This design comes from an exercise in tuning for small area and few clock cycles on the open sky130 flow, not from production work. In this exercise RTL edits were held to simulation tests only and were not proved equivalent to the original. No activity file was given, so power comes from the tool's default toggle rates.

==> design/flow/config.mk <==
export PLATFORM = sky130hd
export DESIGN_NAME = FC
export DESIGN_NICKNAME = FC
export VERILOG_FILES = /design/flow/design.v
export SDC_FILE = /design/flow/constraint.sdc
export NUM_CORES = 4
export LEC_CHECK = 0
export CAP_MARGIN = 20
export CORE_MARGIN = 2
export CORE_UTILIZATION = 70
export CTS_BUF_LIST = sky130_fd_sc_hd__clkbuf_8
export CTS_CLUSTER_DIAMETER = 60
export CTS_CLUSTER_SIZE = 16
export PLACE_DENSITY = 0.85
export SLEW_MARGIN = 20
export SYNTH_HIERARCHICAL = 1
export SYNTH_MINIMUM_KEEP_SIZE = 0
==> design/flow/constraint.sdc <==
create_clock -name core_clock -period 11.0 [get_ports {clk}]
set_input_delay 2.2000 -clock core_clock [delete_from_list [all_inputs] [get_ports {clk}]]
set_output_delay 2.2000 -clock core_clock [all_outputs]
set_load 0.01 [all_outputs]
==> design/flow/design.v <==
module FC (
  input             clk,
  input             rst_n,
  input             start_FC,
  output            end_FC,
  output     [15:0] ram_addr_w,
  output     [7:0]  ram_data_w,
  output            ram_en,
  output            ram_wea,
  output     [8:0]  rom_addr_row,
  input      [31:0] rom_data_row,
  output            rom_en_row,
  output     [14:0] rom_addr_rw,
  input      [7:0]  rom_data_rw,
  output            rom_en_rw,
  output     [15:0] ram_addr_r,
  input      [7:0]  ram_data_r,
  output            ram_en_r,
  output     [7:0]  NN_out_male,
  output     [7:0]  NN_out_female
);
  genvar i;
  reg        run;
  reg        ph;
  reg [10:0] cnt;
  reg [7:0]  ra;                  
  reg [14:0] waddr;
  reg [25:0] acc;
  reg        c0r;
  reg [25:0] P;
  reg        mb;
  reg        gc1, kstep, phold;
  reg [7:0]  r1 [0:11];
  reg [7:0]  r2 [0:7];
  wire l1 = ~ra[7] | (ra[6:4] == 3'd0);         
  wire l3 = ra[7] & ra[5] & (ra[4] | ra[3]);    
  wire l2 = ~l1 & ~l3;
  wire last = ra[7] & ra[5] & ra[3] & (ra[2] | (ra[1] & ra[0]));    
  wire m0    = ~ph & (cnt == 11'd0);
  wire mclr  = ~ph & (cnt == 11'd1);
  wire mbis  = ~ph & (l1 ? (cnt == 11'd1600) : l2 ? (cnt == 11'd12) : (cnt == 11'd8));
  wire mend  = ~ph & (l1 ? (cnt == 11'd1601) : l2 ? (cnt == 11'd13) : (cnt == 11'd9));
  wire gend  = ph & (l1 ? (cnt == 11'd30) : l2 ? (cnt == 11'd33) : (cnt == 11'd29));
  wire mfetch = ph & (cnt[10:5] == 6'd0);
  wire [31:0] m0v = {6'd0, rom_data_row[25:0]};    
  assign rom_addr_row = {1'b0, ra};
  assign rom_en_row   = 1'b1;
  assign rom_addr_rw  = waddr;
  assign rom_en_rw    = 1'b1;
  assign ram_addr_r   = {5'd0, cnt};
  assign ram_en_r     = 1'b1;
  wire use_a = run & ~ph & ~mend;
  wire [7:0] a_sel = ~use_a ? (mend ? {{2{rom_data_row[5]}}, rom_data_row[5:0]} : 8'd0)
                   : (l1 ? ram_data_r : (l2 ? r1[0] : r2[0]));
  wire [7:0] w_sel = mend ? 8'd1 : rom_data_rw;
  wire [25:0] acc_a = mclr ? ~{{5{rom_data_row[20]}}, rom_data_row[20:0]} : acc;
  wire [25:0] acc_n;
  wire c0n;
  fc_mac u_mac (.x(w_sel), .y(a_sel), .A(acc_a), .cin(mclr), .en(~ph),
                .c0i(c0r & ~mclr), .S(acc_n), .c0o(c0n));
  wire [26:0] pa = gc1 ? 27'd0 : {P[25], P};
  wire [26:0] pk = l3 ? 27'd2656 : 27'h7ffe020;    
  wire [26:0] pb = ({27{mb}} & {acc[25], acc}) | ({27{kstep}} & pk) | ({27{phold}} & {P[25], P});
  wire [27:0] pc;
  wire [26:0] psum;
  assign psum[0] = pa[0] ^ pb[0];
  assign pc[1] = pa[0] & pb[0];
  generate for (i = 1; i < 27; i = i + 1) begin : padd
    fc_fa u_fa (.a(pa[i]), .b(pb[i]), .c(pc[i]), .s(psum[i]), .co(pc[i+1]));
  end endgenerate
  wire clamp = P[25] & ~(&P[24:12]);
  wire [7:0] outb = clamp ? 8'h80 : P[12:5];
  wire [10:0] cnt_inc;
  wire [11:0] cc;
  assign cc[0] = 1'b1;
  generate for (i = 0; i < 11; i = i + 1) begin : cinc
    assign cnt_inc[i] = cnt[i] ^ cc[i];
    assign cc[i+1] = cnt[i] & cc[i];
  end endgenerate
  wire [14:0] wa_inc;
  wire [15:0] wc;
  assign wc[0] = ~ph & ~mbis & ~mend;
  generate for (i = 0; i < 15; i = i + 1) begin : winc
    assign wa_inc[i] = waddr[i] ^ wc[i];
    assign wc[i+1] = waddr[i] & wc[i];
  end endgenerate
  wire [7:0] rd = {{5{mbis}}, mbis | gend, mbis, m0};
  wire [7:0] ra_n;
  wire [8:0] rcy;
  assign rcy[0] = 1'b0;
  generate for (i = 0; i < 8; i = i + 1) begin : radd
    assign ra_n[i] = ra[i] ^ rd[i] ^ rcy[i];
    assign rcy[i+1] = (ra[i] & rd[i]) | (ra[i] & rcy[i]) | (rd[i] & rcy[i]);
  end endgenerate
  wire g1to12 = (ra != 8'd109) & (l1 | (ra == 8'd145));    
  wire ins1 = run & ((m0 & g1to12) | (last & ~ph & (cnt == 11'd1)) | (last & ph & (cnt == 11'd28)));
  wire g12to20 = ~l1 & (l2 | (ra[7:2] == 6'd42));           
  wire [2:0] bm = ra[2:0] - ((cnt[2:0] == 3'd0) ? 3'd5 : 3'd6);
  wire [2:0] gp4 = {bm[1:0], 1'b0} + bm + 3'd4;
  wire ins2 = run & ~ph & g12to20 & (cnt[10:3] == 8'd0) & (cnt[2:0] == gp4);
  wire wr = run & last & ph & (((cnt == 11'd28) | (cnt == 11'd29)));
  assign end_FC = run & last & ph & (cnt == 11'd29);
  assign ram_en = wr;
  assign ram_wea = wr;
  assign ram_addr_w = {15'd0, cnt[0]};
  assign ram_data_w = r1[11];
  assign NN_out_male = r1[11];
  assign NN_out_female = r1[10];
  integer k;
  always @(posedge clk) begin
    if (!rst_n) begin
      run <= 1'b0;
    end else if (!run) begin
      run <= start_FC;
    end else if (gend & last) begin
      run <= 1'b0;
    end
  end
  always @(posedge clk) begin
    if (!rst_n || !run) begin
      ph <= 1'b0;
      cnt <= 11'd0;
      ra <= 8'd109;
      waddr <= 15'd2664;
    end else begin
      if (mend) begin
        ph <= 1'b1;
        cnt <= 11'd0;
      end else if (gend) begin
        ph <= 1'b0;
        cnt <= 11'd0;
      end else begin
        cnt <= cnt_inc;
      end
      waddr <= wa_inc;
      ra <= ra_n;
    end
  end
  always @(posedge clk) begin
    acc <= acc_n;
    c0r <= c0n;
    mb <= mfetch & m0v[cnt[4:0]];
    gc1 <= ph & (cnt == 11'd0);
    kstep <= ph & (cnt == 11'd26);
    phold <= ~(ph & (cnt[10:5] == 6'd0) & (cnt[4:0] <= 5'd26));
    P <= psum[26:1];
    for (k = 0; k < 11; k = k + 1) r1[k] <= r1[k+1];
    r1[11] <= ins1 ? outb : r1[0];
    for (k = 0; k < 7; k = k + 1) r2[k] <= r2[k+1];
    r2[7] <= ins2 ? outb : r2[0];
  end
endmodule
module fc_mac (
  input  [7:0]  x,
  input  [7:0]  y,
  input  [25:0] A,
  input         cin,
  input         en,
  input         c0i,
  output [25:0] S,
  output        c0o
);
  wire t1 = (x[0] & y[0]);
  wire t2 = (x[0] & y[1]);
  wire t3 = (x[1] & y[0]);
  wire t4 = (x[0] & y[2]);
  wire t5 = (x[1] & y[1]);
  wire t6 = (x[2] & y[0]);
  wire t7 = (x[0] & y[3]);
  wire t8 = (x[1] & y[2]);
  wire t9 = (x[2] & y[1]);
  wire t10 = (x[3] & y[0]);
  wire t11 = (x[0] & y[4]);
  wire t12 = (x[1] & y[3]);
  wire t13 = (x[2] & y[2]);
  wire t14 = (x[3] & y[1]);
  wire t15 = (x[4] & y[0]);
  wire t16 = (x[0] & y[5]);
  wire t17 = (x[1] & y[4]);
  wire t18 = (x[2] & y[3]);
  wire t19 = (x[3] & y[2]);
  wire t20 = (x[4] & y[1]);
  wire t21 = (x[5] & y[0]);
  wire t22 = (x[0] & y[6]);
  wire t23 = (x[1] & y[5]);
  wire t24 = (x[2] & y[4]);
  wire t25 = (x[3] & y[3]);
  wire t26 = (x[4] & y[2]);
  wire t27 = (x[5] & y[1]);
  wire t28 = (x[6] & y[0]);
  wire t29 = (en & ~(x[0] & y[7]));
  wire t30 = (x[1] & y[6]);
  wire t31 = (x[2] & y[5]);
  wire t32 = (x[3] & y[4]);
  wire t33 = (x[4] & y[3]);
  wire t34 = (x[5] & y[2]);
  wire t35 = (x[6] & y[1]);
  wire t36 = (en & ~(x[7] & y[0]));
  wire t37 = (en & ~(x[1] & y[7]));
  wire t38 = (x[2] & y[6]);
  wire t39 = (x[3] & y[5]);
  wire t40 = (x[4] & y[4]);
  wire t41 = (x[5] & y[3]);
  wire t42 = (x[6] & y[2]);
  wire t43 = (en & ~(x[7] & y[1]));
  wire t44 = en;
  wire t45 = (en & ~(x[2] & y[7]));
  wire t46 = (x[3] & y[6]);
  wire t47 = (x[4] & y[5]);
  wire t48 = (x[5] & y[4]);
  wire t49 = (x[6] & y[3]);
  wire t50 = (en & ~(x[7] & y[2]));
  wire t51 = (en & ~(x[3] & y[7]));
  wire t52 = (x[4] & y[6]);
  wire t53 = (x[5] & y[5]);
  wire t54 = (x[6] & y[4]);
  wire t55 = (en & ~(x[7] & y[3]));
  wire t56 = (en & ~(x[4] & y[7]));
  wire t57 = (x[5] & y[6]);
  wire t58 = (x[6] & y[5]);
  wire t59 = (en & ~(x[7] & y[4]));
  wire t60 = (en & ~(x[5] & y[7]));
  wire t61 = (x[6] & y[6]);
  wire t62 = (en & ~(x[7] & y[5]));
  wire t63 = (en & ~(x[6] & y[7]));
  wire t64 = (en & ~(x[7] & y[6]));
  wire t65 = (x[7] & y[7]);
  wire t66 = en;
  wire t67 = en;
  wire t68 = en;
  wire t69 = en;
  wire t70 = en;
  wire t71 = en;
  wire t72 = en;
  wire t73 = en;
  wire t74 = en;
  wire t75 = en;
  wire t76 = en;
  wire t77, t78;
  fc_ha u_t77 (.a(t16), .b(t17), .s(t77), .co(t78));
  wire t79, t80;
  fc_fa u_t79 (.a(t22), .b(t23), .c(t24), .s(t79), .co(t80));
  wire t81, t82;
  fc_ha u_t81 (.a(t25), .b(t26), .s(t81), .co(t82));
  wire t83, t84;
  fc_fa u_t83 (.a(t29), .b(t30), .c(t31), .s(t83), .co(t84));
  wire t85, t86;
  fc_fa u_t85 (.a(t32), .b(t33), .c(t34), .s(t85), .co(t86));
  wire t87, t88;
  fc_ha u_t87 (.a(t35), .b(t36), .s(t87), .co(t88));
  wire t89, t90;
  fc_fa u_t89 (.a(t37), .b(t38), .c(t39), .s(t89), .co(t90));
  wire t91, t92;
  fc_fa u_t91 (.a(t40), .b(t41), .c(t42), .s(t91), .co(t92));
  wire t93, t94;
  fc_fa u_t93 (.a(t43), .b(A[8]), .c(t44), .s(t93), .co(t94));
  wire t95, t96;
  fc_fa u_t95 (.a(t45), .b(t46), .c(t47), .s(t95), .co(t96));
  wire t97, t98;
  fc_fa u_t97 (.a(t48), .b(t49), .c(t50), .s(t97), .co(t98));
  wire t99, t100;
  fc_fa u_t99 (.a(t51), .b(t52), .c(t53), .s(t99), .co(t100));
  wire t101, t102;
  fc_ha u_t101 (.a(t7), .b(t8), .s(t101), .co(t102));
  wire t103, t104;
  fc_fa u_t103 (.a(t11), .b(t12), .c(t13), .s(t103), .co(t104));
  wire t105, t106;
  fc_ha u_t105 (.a(t14), .b(t15), .s(t105), .co(t106));
  wire t107, t108;
  fc_fa u_t107 (.a(t77), .b(t18), .c(t19), .s(t107), .co(t108));
  wire t109, t110;
  fc_fa u_t109 (.a(t20), .b(t21), .c(A[5]), .s(t109), .co(t110));
  wire t111, t112;
  fc_fa u_t111 (.a(t79), .b(t81), .c(t27), .s(t111), .co(t112));
  wire t113, t114;
  fc_fa u_t113 (.a(t28), .b(A[6]), .c(t78), .s(t113), .co(t114));
  wire t115, t116;
  fc_fa u_t115 (.a(t83), .b(t85), .c(t87), .s(t115), .co(t116));
  wire t117, t118;
  fc_fa u_t117 (.a(A[7]), .b(t80), .c(t82), .s(t117), .co(t118));
  wire t119, t120;
  fc_fa u_t119 (.a(t89), .b(t91), .c(t93), .s(t119), .co(t120));
  wire t121, t122;
  fc_fa u_t121 (.a(t84), .b(t86), .c(t88), .s(t121), .co(t122));
  wire t123, t124;
  fc_fa u_t123 (.a(t95), .b(t97), .c(A[9]), .s(t123), .co(t124));
  wire t125, t126;
  fc_fa u_t125 (.a(t90), .b(t92), .c(t94), .s(t125), .co(t126));
  wire t127, t128;
  fc_fa u_t127 (.a(t99), .b(t54), .c(t55), .s(t127), .co(t128));
  wire t129, t130;
  fc_fa u_t129 (.a(A[10]), .b(t96), .c(t98), .s(t129), .co(t130));
  wire t131, t132;
  fc_fa u_t131 (.a(t56), .b(t57), .c(t58), .s(t131), .co(t132));
  wire t133, t134;
  fc_fa u_t133 (.a(t59), .b(A[11]), .c(t100), .s(t133), .co(t134));
  wire t135, t136;
  fc_fa u_t135 (.a(t60), .b(t61), .c(t62), .s(t135), .co(t136));
  wire t137, t138;
  fc_ha u_t137 (.a(t4), .b(t5), .s(t137), .co(t138));
  wire t139, t140;
  fc_fa u_t139 (.a(t101), .b(t9), .c(t10), .s(t139), .co(t140));
  wire t141, t142;
  fc_fa u_t141 (.a(t103), .b(t105), .c(A[4]), .s(t141), .co(t142));
  wire t143, t144;
  fc_fa u_t143 (.a(t107), .b(t109), .c(t104), .s(t143), .co(t144));
  wire t145, t146;
  fc_fa u_t145 (.a(t111), .b(t113), .c(t108), .s(t145), .co(t146));
  wire t147, t148;
  fc_fa u_t147 (.a(t115), .b(t117), .c(t112), .s(t147), .co(t148));
  wire t149, t150;
  fc_fa u_t149 (.a(t119), .b(t121), .c(t116), .s(t149), .co(t150));
  wire t151, t152;
  fc_fa u_t151 (.a(t123), .b(t125), .c(t120), .s(t151), .co(t152));
  wire t153, t154;
  fc_fa u_t153 (.a(t127), .b(t129), .c(t124), .s(t153), .co(t154));
  wire t155, t156;
  fc_fa u_t155 (.a(t131), .b(t133), .c(t128), .s(t155), .co(t156));
  wire t157, t158;
  fc_fa u_t157 (.a(t135), .b(A[12]), .c(t132), .s(t157), .co(t158));
  wire t159, t160;
  fc_fa u_t159 (.a(t63), .b(t64), .c(A[13]), .s(t159), .co(t160));
  wire t161, t162;
  fc_ha u_t161 (.a(t1), .b(A[0]), .s(t161), .co(t162));
  wire t163, t164;
  fc_fa u_t163 (.a(t2), .b(t3), .c(A[1]), .s(t163), .co(t164));
  wire t165, t166;
  fc_fa u_t165 (.a(t137), .b(t6), .c(A[2]), .s(t165), .co(t166));
  wire t167, t168;
  fc_fa u_t167 (.a(t139), .b(A[3]), .c(t138), .s(t167), .co(t168));
  wire t169, t170;
  fc_fa u_t169 (.a(t141), .b(t102), .c(t140), .s(t169), .co(t170));
  wire t171, t172;
  fc_fa u_t171 (.a(t143), .b(t106), .c(t142), .s(t171), .co(t172));
  wire t173, t174;
  fc_fa u_t173 (.a(t145), .b(t110), .c(t144), .s(t173), .co(t174));
  wire t175, t176;
  fc_fa u_t175 (.a(t147), .b(t114), .c(t146), .s(t175), .co(t176));
  wire t177, t178;
  fc_fa u_t177 (.a(t149), .b(t118), .c(t148), .s(t177), .co(t178));
  wire t179, t180;
  fc_fa u_t179 (.a(t151), .b(t122), .c(t150), .s(t179), .co(t180));
  wire t181, t182;
  fc_fa u_t181 (.a(t153), .b(t126), .c(t152), .s(t181), .co(t182));
  wire t183, t184;
  fc_fa u_t183 (.a(t155), .b(t130), .c(t154), .s(t183), .co(t184));
  wire t185, t186;
  fc_fa u_t185 (.a(t157), .b(t134), .c(t156), .s(t185), .co(t186));
  wire t187, t188;
  fc_fa u_t187 (.a(t159), .b(t136), .c(t158), .s(t187), .co(t188));
  wire t189, t190;
  fc_fa u_t189 (.a(t65), .b(A[14]), .c(t160), .s(t189), .co(t190));
  wire t191, t192;
  fc_ha u_t191 (.a(A[15]), .b(t66), .s(t191), .co(t192));
  wire t193, t194;
  fc_ha u_t193 (.a(A[16]), .b(t67), .s(t193), .co(t194));
  wire t195, t196;
  fc_ha u_t195 (.a(A[17]), .b(t68), .s(t195), .co(t196));
  wire t197, t198;
  fc_ha u_t197 (.a(A[18]), .b(t69), .s(t197), .co(t198));
  wire t199, t200;
  fc_ha u_t199 (.a(A[19]), .b(t70), .s(t199), .co(t200));
  wire t201, t202;
  fc_ha u_t201 (.a(A[20]), .b(t71), .s(t201), .co(t202));
  wire t203, t204;
  fc_ha u_t203 (.a(A[21]), .b(t72), .s(t203), .co(t204));
  wire t205, t206;
  fc_ha u_t205 (.a(A[22]), .b(t73), .s(t205), .co(t206));
  wire t207, t208;
  fc_ha u_t207 (.a(A[23]), .b(t74), .s(t207), .co(t208));
  wire t209, t210;
  fc_ha u_t209 (.a(A[24]), .b(t75), .s(t209), .co(t210));
  wire t211, t212;
  fc_ha u_t211 (.a(A[25]), .b(t76), .s(t211), .co(t212));
  wire [25:0] ra = {t211, t209, t207, t205, t203, t201, t199, t197, t195, t193, t191, t189, t187, t185, t183, t181, t179, t177, t175, t173, t171, t169, t167, t165, t163, t161};
  wire [25:0] rb = {t210, t208, t206, t204, t202, t200, t198, t196, t194, t192, t190, t188, t186, t184, t182, t180, t178, t176, t174, t172, t170, t168, t166, t164, t162, cin};
  wire [26:0] cc;
  fc_ha u_ha0 (.a(ra[0]), .b(rb[0]), .s(S[0]), .co(cc[1]));
  genvar i;
  generate for (i = 1; i < 26; i = i + 1) begin : cpa
    wire ci = (i == 13) ? c0i : cc[i];
    fc_fa u_fa (.a(ra[i]), .b(rb[i]), .c(ci), .s(S[i]), .co(cc[i+1]));
  end endgenerate
  assign c0o = cc[13];
endmodule
module fc_fa (input a, input b, input c, output s, output co);
  assign s = a ^ b ^ c;
  assign co = (a & b) | (a & c) | (b & c);
endmodule
module fc_ha (input a, input b, output s, output co);
  assign s = a ^ b;
  assign co = a & b;
endmodule
==> design/flow/flow/run.sh <==
#!/bin/bash
set -euo pipefail
cd "$(dirname "$0")/.."
export BUFFER_PORTS_ARGS="-buffer_cell sky130_fd_sc_hd__buf_1"
export CTS_ARGS="-sink_clustering_enable -repair_clock_nets -sink_clustering_size 16 -sink_clustering_max_diameter 60 -buf_list sky130_fd_sc_hd__clkbuf_8 -dont_use_dummy_load"
bash standard.sh > standard_flow.log 2>&1
==> design/flow/standard.sh <==
#!/bin/bash
# synth_recipe.tcl (not shown) runs the flow's synth.tcl, then flattens the netlist and writes it again
# the make line also repeats each setting of config.mk as NAME=value (left out here)
make -C /OpenROAD-flow-scripts/flow DESIGN_CONFIG=/design/flow/config.mk WORK_HOME=/design/flow/orfs CLKGATE_MAP_FILE= SYNTH_SCRIPT=/design/flow/synth_recipe.tcl "${@:-finish}"
==> results of run 1 <==
## cells by family (layout without fill, tap and decap cells)
| kind of cell | Yosys count | count (layout) |
|---|---|---|
| compound gates | 104 | 104 |
| xor+xnor | 10 | 10 |
| fa+ha+maj | 156 | 156 |
| buf+inv | 82 | 159 |
| flops | 253 | 253 |
| mux | 28 | 28 |
| other cells | 2 | 24 |
| simple gates | 232 | 232 |
## area by class of cell
type                    count  share of cell area
clock buffers              19             0.02233
inverters                  15            0.004808
multi-input cells         554              0.4715
flip-flops and latches    253              0.4326
well taps                 211             0.02255
repair buffers            125             0.04616
## per-module statistics from Yosys, one instance, submodules excluded
module | flops+latches | cells
FC | 253 | 682
fc_mac | 0 | 65
fc_fa | 0 | 1
fc_ha | 0 | 1
## power breakdown
group,leakage (nW),switching [W],total [W],internal [W]
logic,2.67,0.000286,0.000528,0.000242
registers,2.08,0.0000642,0.00113,0.00107
clock network,0.137,0.000267,0.000424,0.000156
## layer usage
layer	vias up	part of all wire	track usage
met5	-	0.00031	0
met2	303	0.48	0.4597
met1	3267	0.41	0.3690
li1	3074	-	-
met3	57	0.084	0.06978
met4	2	0.026	0.08056
## state kept, by name, summed over array words and instances (netlist names), 8 cells and up
signal and count:
r2 64, acc 26, P 26, r1 96, ra 8, cnt 11, waddr 15
## worst max-delay path by stage
stage | endpoint | cells after the start | slack [ns]
6_report | P[25]$_DFF_P_ | 27 | 0.21
5_1_grt | P[25]$_DFF_P_ | 27 | 0.03
4_1_cts | P[25]$_DFF_P_ | 27 | 0.03
3_5_place_dp | P[25]$_DFF_P_ | 27 | -0.06
3_3_place_gp | P[25]$_DFF_P_ | 27 | 0.08
2_1_floorplan | P[25]$_DFF_P_ | 29 | 0.05
## stage by stage
stage                     TNS [ns]  area (µm²)
final                            0       11710
after global routing             0       11710
after CTS                        0       11680
after detailed placement  -0.05801       11410
after global placement           0       11410
after floorplan                  0       11020
## timing repair
| action | CTS | global route |
|---|---|---|
| setup endpoints to repair | 1 | 1 |
| resized for setup | 2 | 7 |
| hold endpoints to repair | 0 | 0 |
| hold buffers | 0 | 0 |
## layout by cell type (no fill, tap or decap), drive strengths merged, types with 7 or more instances in the layout
| cell | synthesis | routed |
|---|---|---|
| dfxtp | 253 | 253 |
| buf | 47 | 125 |
| fa | 108 | 108 |
| and2 | 60 | 60 |
| nand2 | 52 | 52 |
| ha | 48 | 48 |
| nor2b | 33 | 33 |
| and3 | 28 | 28 |
| conb | 2 | 24 |
| o21ai | 23 | 23 |
| clkbuf | 20 | 19 |
| mux2 | 17 | 17 |
| a221o | 17 | 17 |
| inv | 15 | 15 |
| nor2 | 15 | 15 |
| a21boi | 14 | 14 |
| o31ai | 10 | 10 |
| nand3 | 9 | 9 |
| a22o | 9 | 9 |
| nand2b | 9 | 9 |
| a222oi | 8 | 8 |
| nand4 | 7 | 7 |
| xnor2 | 7 | 7 |
| mux2i | 7 | 7 |
## critical path, cell delays in order, from the launching register on
cell and delay, ns:
dfxtp_2 0.35, a22o_1 0.24, fa_1 0.41, fa_1 0.39
fa_1 0.40, fa_2 0.35, fa_1 0.39, fa_1 0.39
fa_1 0.39, fa_1 0.39, fa_1 0.40, fa_1 0.40
fa_2 0.36, fa_1 0.38, fa_1 0.38, fa_1 0.40
fa_2 0.36, fa_1 0.40, fa_2 0.36, fa_1 0.40
fa_2 0.36, fa_2 0.36, fa_2 0.35, fa_1 0.40
fa_1 0.41, fa_1 0.40, fa_1 0.39, fa_1 0.44
==> impl_results.md, run 1 <==
- Status: no timing/DRC/antenna violations
- CTS tree: built
- Synth warn: 9
- Pre-CTS setup slack: -0.05801 ns
- Slew of the pin with the lowest slew margin: 0.9844 ns
- # IOs: 137
- Syn-to-layout area delta: 7.021%
- Core area: 15260 µm²
- Pins over their slew limit: 0
- Fmax: 92.71 MHz
- First-pass GRT wire length: 35.49 mm
- Total CTS buffers: 19
- Area taken by multi-input logic gates: 5522 µm²
- Routed wire length: 22.55 mm
- CTS sink count: 253
- Post-DRT Antenna Nets: 0
- Die area: 16650 µm²
- N_diodes: 0
- Most common cell in the netlist: dfxtp_1
- Routed len/inst: 19.16 µm
- Reg2reg end: P[25]$_DFF_P_
- Hold slack: 0.3165 ns
- Fillers: 949
- Min Clock Period, post-route: 10.79 ns
- EDFF count, synth: 0
- Mux cell area share after synthesis: 0.03213
- Min-delay src: r2[5][0]$_DFF_P_
- CP Capture Type: flip-flop
- Async SR Flop Fraction: 0
- Initial antenna violation count: 1
- Hold depth: 0
- Die height: 129.0 µm
- Vias after detailed routing: 6703
- Worst EP arrival: 11.18 ns
- GPL Wtd Cong: 0.9345
- Final core occ: 0.7674
- CP required: 11.39 ns
- Yosys top cell area share: 0.4629
- RSZ-0062 raised after global routing: false
- CP Class: reg -> reg
- Synthesized cell area: 10940 µm²
- Worst-skew pair later-pin latency: 0.52 ns
- Simple-Gate Fraction of Synth Area: 0.1194
- Hold Path End: r2[4][0]$_DFF_P_
- Cells after Synth: 867
- Avg Cell Area, Syn: 12.62 µm²
- Largest family of logic cells by synthesized area: adder cells
- Cell taking the most area after synthesis: dfxtp_1
- Top FF cell, synth: dfxtp_1
- MaxCap Viol Count: 0
- Input/output buffers: 106
- Final Hold Fails: 0
- Largest net degree at the start of global routing: 47
- Final setup vio count: 0
- Worst R2R Path Depth: 27
- Vias in the first global route: 6919
- Final worst setup slack: 0.2138 ns
- Register bit total from synthesis: 253
- Post-Layout Cell Count: 1177
- P per Cell Area: 178.1 nW/µm²
- Register area: 5066 µm²
- Crit start category: flip-flop
- Launch point of the worst path: mb$_DFF_P_
- Worst Clk Skew: 0.03188 ns
- CTS root buf: clkbuf_8
- DR iter-0 viols: 643
- Nets: 1175
- Tot Pwr: 0.002085 W
- Post-synthesis compound-gate area fraction: 0.08130
- Dpl cells: 1158
- Adder-cell area share of the yosys netlist: 0.2525
- Commonest cells in the netlist: dfxtp_1, fa_1, and2_1
- Pleak: 4.887 nW
- Setup Buffers After CTS: 0
- Reg clk slew, reported paths: 0.10 ns
- Total GRT Usage: 0.2778
- Synth unique cells: 59
- Routed vias/inst: 5.695
- Crit Path Max Fanout: 4
- Rel. slew slack: 0.3381
- DRC viols: 0
- Die width: 129.0 µm
- R2r setup slk: 0.21 ns
- Worst VDD drop: 0.1775 mV
- Synth Area in XOR/XNOR: 0.008005
- Placed wire-length estimate: 16.45 mm
- Post-synthesis sequential area ratio: 0.4629
- Total grt overflow: 0
- Layout cells sized above 1: 0.08592
- Clock Tree Buf Depth: 3
- H-tree levels: 1
- Pre-Repair DR Iteration Count: 5
- Final worst-path cycle share: 0.9806
- Reg-to-reg critical path startpoint: mb$_DFF_P_
- Synth area leaders: dfxtp_1, fa_1, ha_1
- Hold Path Class: reg -> reg
- Site row count: 45
- Starting Density: 0.7171
Testbench counts, summed over its fixed seeds: cycles 361,092.
==> inputs of run 2 (changes only) <==
==> design/flow/flow/run.sh (replaced) <==
#!/bin/bash
set -euo pipefail
cd "$(dirname "$0")/.."
export BUFFER_PORTS_ARGS="-buffer_cell sky130_fd_sc_hd__buf_1"
export CTS_ARGS="-sink_clustering_enable -repair_clock_nets -sink_clustering_size 18 -sink_clustering_max_diameter 60 -buf_list sky130_fd_sc_hd__clkbuf_8 -dont_use_dummy_load"
bash standard.sh > standard_flow.log 2>&1
--- a/design/flow/config.mk
+++ b/design/flow/config.mk
@@ -9,7 +9,7 @@
 export CORE_MARGIN = 2
-export CORE_UTILIZATION = 70
+export CORE_UTILIZATION = 80
 export CTS_BUF_LIST = sky130_fd_sc_hd__clkbuf_8
 export CTS_CLUSTER_DIAMETER = 60
-export CTS_CLUSTER_SIZE = 16
-export PLACE_DENSITY = 0.85
+export CTS_CLUSTER_SIZE = 18
+export PLACE_DENSITY = 0.9
 export SLEW_MARGIN = 20
==> run 2 against run 1 <==
Effect of this change: still clean on timing, DRC and antenna; total power up 3.5%; via count up 11%; clock-buffer cell count unchanged.
==> impl_results.md, run 2 <==
- Final Hold Fails: 0
- Placed wire-length estimate: 19.14 mm
- Die height: 121.0 µm
- Min Clock Period, post-route: 10.80 ns
- Largest net degree at the start of global routing: 31
- Crit Path Max Fanout: 4
- Delay-heaviest family, CP: adder cells
- Slew of the pin with the lowest slew margin: 1.006 ns
- Final setup vio count: 0
- Pre-Repair DR Iteration Count: 6
- Buf/Inv on CP: 0
- Layout cells sized above 1: 0.09298
- Initial antenna violation count: 0
- DRC viols: 0
- Worst EP arrival: 11.19 ns
- H-tree levels: 1
- Post-DRT Antenna Nets: 0
- MaxCap Viol Count: 0
- Cells after Synth: 867
- CTS root buf: clkbuf_8
- Synthesized cell area: 10940 µm²
- Starting Density: 0.8230
- DR iter-0 viols: 882
- Routed vias/inst: 6.525
- Die width: 121.0 µm
- Total GRT Usage: 0.4129
- Max FFs per register: 96
- CTS sink count: 253
- Avg Cell Area, Syn: 12.62 µm²
- Vias after detailed routing: 7465
- N_diodes: 0
- Commonest cells in the netlist: dfxtp_1, fa_1, and2_1
- R2r setup slk: 0.20 ns
- Register bit total from synthesis: 253
- Top flop regs: r1 (96), r2 (64)
- Syn-to-layout area delta: 6.850%
- Hold Path Class: reg -> reg
- # IOs: 137
- Dpl cell area: 11380 µm²
- Commonest non-fill, non-tap cell in the layout: dfxtp_1
- Reg clk slew, reported paths: 0.10 ns
- Pleak: 4.901 nW
- Vias in the first global route: 8096
- Synth area leaders: dfxtp_1, fa_1, ha_1
- Total CTS buffers: 19
- Final worst-path cycle share: 0.9816
- Yosys top cell area share: 0.4629
- P per Cell Area: 184.6 nW/µm²
- Fin Setup TNS: 0 ns
- Post-CTS Hold Fix Bufs: 0
- Synth unique cells: 59
- Slowest stage delay, CP: 0.46 ns
- Die area: 14630 µm²
- Async SR Flop Fraction: 0
- Most frequent cells in the layout: dfxtp_1, buf_1, fa_1
- Core area: 13300 µm²
- Post-synthesis sequential area ratio: 0.4629
- CP required: 11.39 ns
- Worst VDD drop: 0.1833 mV
- CP Class: reg -> reg
- Rel. slew slack: 0.3275
- RSZ-0062 raised after global routing: false
- Synth warn: 9
- Design area: 11690 µm²
- Status: no timing/DRC/antenna violations
- Pins over their slew limit: 0
- Worst Clk Skew: 0.05228 ns
- Site row count: 42
- Input/output buffers: 106
- Most common cell in the netlist: dfxtp_1
- EDFF count, synth: 0
- CTS tree: built
- First-pass GRT wire length: 44.87 mm
- Crit start category: flip-flop
- Clock Tree Buf Depth: 3
- Top reg by flops: r1
- Nets: 1177
- Total grt overflow: 0
- Top FF cell, synth: dfxtp_1
- Routed len/inst: 25.55 µm
- Worst-skew pair later-pin latency: 0.54 ns
- Slowest-stage cell, CP: fa_1
- CP Capture Type: flip-flop
- Routed wire length: 29.23 mm
- GPL Wtd Cong: 0.9302
- Fillers: 570
- Cell taking the most area after synthesis: dfxtp_1
- Tot Pwr: 0.002158 W
- Fmax: 92.62 MHz
-- run 2: timing repair --
item	CTS	global route
pin swaps	0	0
gates resized for setup	6	9
buffers inserted	0	0
setup endpoints to repair	1	1
-- run 2: worst paths after layout --
path,start,to,cells past startpoint
max,mb$_DFF_P_,P[25]$_DFF_P_,27
min,r1[2][7]$_DFF_P_,r1[1][7]$_DFF_P_,0
max reg2reg,mb$_DFF_P_,P[25]$_DFF_P_,27
min reg2reg,r1[2][7]$_DFF_P_,r1[1][7]$_DFF_P_,0
-- run 2: per-module statistics from Yosys, one instance, submodules excluded --
module / times used / cells inside
fc_mac: 1 / 65
FC: 1 / 682
fc_ha: 19 / 1
fc_fa: 101 / 1
-- run 2: worst register-to-register path, cell delays in order (launching register included) --
cell     delay (ns)
dfxtp_2        0.36
a22o_1         0.26
fa_1           0.43
fa_2           0.37
fa_2           0.35
fa_1           0.40
fa_2           0.36
fa_2           0.36
fa_2           0.37
fa_1           0.40
fa_1           0.41
fa_1           0.40
fa_1           0.40
fa_2           0.36
fa_1           0.39
fa_1           0.40
fa_2           0.37
fa_2           0.37
fa_1           0.42
fa_2           0.36
fa_1           0.40
fa_2           0.38
fa_2           0.38
fa_2           0.37
fa_2           0.37
fa_1           0.38
fa_1           0.39
fa_1           0.46
-- run 2: metrics by stage --
step	setup WS [ns]	utilization	hold slack (ns)	cells
2_1_floorplan	0.05111	-	0.3096	889
3_3_place_gp	0.1560	0.8563	0.3099	1125
3_5_place_dp	-0.1127	0.8563	0.3121	1125
4_1_cts	0.01317	0.8770	0.3166	1144
5_1_grt	0.05848	0.8794	0.3197	1144
6_report	0.2029	0.8794	0.3246	1144
-- run 2: logic make-up (layout without fill, tap and decap cells) --
group / after synthesis / after routing / synth area share
muxes: 28 / 28 / 0.03213
and+or+nand+nor: 232 / 232 / 0.1194
buffers and inverters: 82 / 161 / 0.04311
xor gates and xnor gates: 10 / 10 / 0.008005
adders and majority gates: 156 / 156 / 0.2525
DFF: 253 / 253 / 0.4629
other: 2 / 24 / 0.0006864
AOI/OAI and AO/OA: 104 / 104 / 0.08130
-- run 2: final cells by class --
cell class	count	area (µm²)	share of cell area
inverters	15	56.30	0.004816
multi-input cells	554	5532	0.4731
well taps	176	220.2	0.01884
flip-flops and latches	253	5066	0.4333
repair buffers	127	555.5	0.04752
clock buffers	19	261.5	0.02237
-- run 2: report_power, final --
part           switching [W]  leakage (nW)  internal [W]
Clock               0.000284         0.137      0.000156
Sequential         0.0000794          2.08       0.00107
Combinational       0.000314          2.69      0.000254
Total               0.000677          4.90       0.00148
-- run 2: per-layer routing --
metal  vias up  share of wire  GRT usage
met3       160          0.083    0.09117
met4         0          0.056     0.2115
met1      3672           0.35     0.4845
met5         -              0          0
li1       3076              -          -
met2       557           0.51     0.7128

[port drivers added, routing unchanged]
Ports are ideal in the flow. The routed layouts listed here were re-timed in OpenROAD.
Step 1: set_driving_cell puts a clkbuf_16 on clk and a buf_2 on each other input, an assumption about the parent block.
Step 2 moves the port delays by t, midway between the first and last clock arrival at a register: inputs arrive t later, outputs are due t later. That takes back most of the time a late clock gives input paths.
Three values: no drivers, after step 1, after step 2; two values: the first two.
run | t, ns | setup WS [ns] | clock arrival spread, ns | slew at the worst register clock pin (ns) | cell pins on the clock port's net
run 1 | 0.547 | 0.214 / 0.214 / 0.214 | 0.033 / 0.033 | 0.10 / 0.10 | 1
run 2 | 0.554 | 0.203 / 0.203 / 0.203 | 0.052 / 0.053 | 0.11 / 0.11 | 1
After both steps setup and hold are still met in every run listed.
